This is an optimization exercise on Yosys and OpenROAD, whose aim is small area, not a production implementation. The RTL was checked by simulation tests, not by an equivalence proof against the original design.

Setup of v6:
Design FIR_pipeline, start of the top module:
module FIR_pipeline #(
   parameter N_taps = 33
)(
   input  clk,
   input  reset_n,
   input  [23:0] data_in,
   output [23:0] data_out
);
clock: 13.0 ns
lec_check: 0
cap_margin: 20
core_margin: 2
core_utilization: 60
cts_buf_list: sky130_fd_sc_hd__clkbuf_16
cts_cluster_diameter: 100
cts_cluster_size: 25
gpl_timing_driven: 0
slew_margin: 20
synth_hierarchical: 1
synth_minimum_keep_size: 0
cts_args: -sink_clustering_enable -repair_clock_nets -dont_use_dummy_load -sink_clustering_size 25 -sink_clustering_max_diameter 100 -buf_list sky130_fd_sc_hd__clkbuf_16
standard.sh (not shown) runs the stock make flow with config.mk's settings and CLKGATE_MAP_FILE= SYNTH_SCRIPT=/design/flow/synth_recipe.tcl, a recipe that flattens the netlist after the stock synthesis.
==> flow/flow/run.sh <==
#!/bin/bash
set -euo pipefail
cat >> config.mk <<'EOT'
export CTS_ARGS = -sink_clustering_enable -repair_clock_nets -dont_use_dummy_load -sink_clustering_size 25 -sink_clustering_max_diameter 100 -buf_list sky130_fd_sc_hd__clkbuf_16
EOT
bash standard.sh > standard.log 2>&1
Changes in v7 relative to v6:
==> flow/flow/run.sh <==
#!/bin/bash
set -euo pipefail
cat >> config.mk <<'EOT'
export BUFFER_PORTS_ARGS = -buffer_cell sky130_fd_sc_hd__buf_1
export CTS_ARGS = -sink_clustering_enable -repair_clock_nets -dont_use_dummy_load -sink_clustering_size 25 -sink_clustering_max_diameter 100 -buf_list sky130_fd_sc_hd__clkbuf_16
EOT
bash standard.sh > standard.log 2>&1
diff --git a/flow/config.mk b/flow/config.mk
--- a/flow/config.mk
+++ b/flow/config.mk
@@ -16,3 +16,4 @@
 export SYNTH_HIERARCHICAL = 1
 export SYNTH_MINIMUM_KEEP_SIZE = 0
+export BUFFER_PORTS_ARGS = -buffer_cell sky130_fd_sc_hd__buf_1
 export CTS_ARGS = -sink_clustering_enable -repair_clock_nets -dont_use_dummy_load -sink_clustering_size 25 -sink_clustering_max_diameter 100 -buf_list sky130_fd_sc_hd__clkbuf_16
### Flow results
The run with more setup slack is v6; v7 has less. In terms of post-route cell area, v7 and v6 differ only marginally. Compared v7 against v6; portion of the layout cell area used by clock cells within noise.

--- another note on this design; it stands on its own ---

==> try-pepper <==
Design FIR_pipeline, start of the top module:
module FIR_pipeline #(
   parameter N_taps = 33
)(
   input  clk,
   input  reset_n,
   input  [23:0] data_in,
   output [23:0] data_out
);
   reg [23:0] h0;
   reg [23:0] h1;
   reg [23:0] h2;
   reg [23:0] h3;
   reg [23:0] h4;
   reg [23:0] h5;
   reg [23:0] h6;
   reg [23:0] h7;
   reg [23:0] h8;
   reg [23:0] h9;
   reg [23:0] h10;
   reg [23:0] h11;
   reg [23:0] h12;
   reg [23:0] h13;
   reg [23:0] h14;
   reg [23:0] h15;
   reg [23:0] h16;
   reg [23:0] h17;
   reg [23:0] h18;
   reg [23:0] h19;
   reg [23:0] h20;
   reg [23:0] h21;
   reg [23:0] h22;
   reg [23:0] h23;
   reg [23:0] h24;
   reg [23:0] h25;
   reg [23:0] h26;
   reg [23:0] h27;
   reg [23:0] h28;
   reg [23:0] h29;
   reg [23:0] h30;
   reg [23:0] h31;
   reg [23:0] h32;
   reg [23:0] out_a, out_b;
   reg out_c;
  wire s1, c2;
  fir_ha us1 (h0[0], h32[0], s1, c2);
  wire s3, c4;
  fir_fa us3 (h0[1], h32[1], c2, s3, c4);
  wire s5, c6;
  fir_fa us5 (h0[2], h32[2], c4, s5, c6);
  wire s7, c8;
  fir_fa us7 (h0[3], h32[3], c6, s7, c8);
  wire s9, c10;
  fir_fa us9 (h0[4], h32[4], c8, s9, c10);
  wire s11, c12;
  fir_fa us11 (h0[5], h32[5], c10, s11, c12);
  wire s13, c14;
  fir_fa us13 (h0[6], h32[6], c12, s13, c14);
  wire s15, c16;
  fir_fa us15 (h0[7], h32[7], c14, s15, c16);
  wire s17, c18;
  fir_fa us17 (h0[8], h32[8], c16, s17, c18);
  wire s19, c20;
  fir_fa us19 (h0[9], h32[9], c18, s19, c20);
  wire s21, c22;
  fir_fa us21 (h0[10], h32[10], c20, s21, c22);
  wire s23, c24;
  fir_fa us23 (h0[11], h32[11], c22, s23, c24);
  wire s25, c26;
  fir_ha us25 (h0[12], h32[12], s25, c26);
  wire s27, c28;
  fir_fa us27 (h0[13], h32[13], c26, s27, c28);
  wire s29, c30;
  fir_fa us29 (h0[14], h32[14], c28, s29, c30);
  wire s31, c32;
  fir_fa us31 (h0[15], h32[15], c30, s31, c32);
  wire s33, c34;
  ...
Settings: LEC_CHECK=0, CAP_MARGIN=20, CORE_MARGIN=2, CORE_UTILIZATION=60, CTS_BUF_LIST=sky130_fd_sc_hd__clkbuf_16, CTS_CLUSTER_DIAMETER=100, CTS_CLUSTER_SIZE=25, GPL_TIMING_DRIVEN=0, SLEW_MARGIN=20, SYNTH_HIERARCHICAL=1, SYNTH_MINIMUM_KEEP_SIZE=0; clock period 13.0 ns.
run.sh (not shown) runs the stock make flow with config.mk's settings and CLKGATE_MAP_FILE= SYNTH_SCRIPT=/design/flow/synth_recipe.tcl, a recipe that flattens the netlist after the stock synthesis.
==> try-harbor (differences from try-pepper) <==
CTS_BUF_LIST = sky130_fd_sc_hd__clkbuf_8   (was sky130_fd_sc_hd__clkbuf_16)
CTS_CLUSTER_DIAMETER = 60   (was 100)
CTS_CLUSTER_SIZE = 14   (was 25)
==> metrics.cfg <==
[route]
wl_per_cell_um=49.1
via_count=37934

[finish]
seq_share_pct=26.5
num-nets-final=6618

[timing]
fin_ws_ns=0.503
post-route-period-util_pct=96.1
finalClockSkew_ns=0.0804

[outcome]
run_status=timing/DRC/antenna clean

[grt]
grt_pass1_wl_um=380000

[cts]
cts-buffers-inserted=85

the above is filed under try-harbor

==> metrics.cfg <==
[outcome]
run_status=timing/DRC/antenna clean

[finish]
seq_share_pct=26.6
num-nets-final=6578

[route]
wl_per_cell_um=49.7

[timing]
finalClockSkew_ns=0.0536
post-route-period-util_pct=96.6

[cts]
cts-buffers-inserted=45

[grt]
grt_pass1_wl_um=380000

[worst_hold_path]
whs_endpoint=h25[23]

the above is filed under try-pepper

[port drivers added, routing unchanged]
How much do the figures lean on ideal ports? The routed layouts below were timed once more, with nothing changed but the port constraints. Step 1 (the two cells are an assumption about what drives the block):
set clk [get_ports {clk}]
set_driving_cell -lib_cell sky130_fd_sc_hd__clkbuf_16 $clk
set_driving_cell -lib_cell sky130_fd_sc_hd__buf_2 [delete_from_list [all_inputs] $clk]
Step 2 times the ports against the registers' clock, not the clock port: input delays grow and output delays shrink by t, the midpoint of the rising clock arrivals with the driver on. Slacks: ideal ports / drivers / drivers and shift; pairs: ideal ports / drivers.
| run | shift t [ns] | slack for setup (ns) | worst hold slack (ns) |
|---|---|---|---|
| v6 | 0.713 | 0.543 / 0.543 / 0.543 | 0.338 / 0.338 / 0.338 |
| v7 | 0.738 | 0.516 / 0.516 / 0.516 | 0.346 / 0.346 / 0.346 |
| try-pepper | 0.782 | 0.446 / 0.446 / 0.446 | 0.369 / 0.369 / 0.369 |
| try-harbor | 0.943 | 0.503 / 0.503 / 0.503 | 0.353 / 0.353 / 0.353 |
After both steps setup and hold are still met in every run listed.
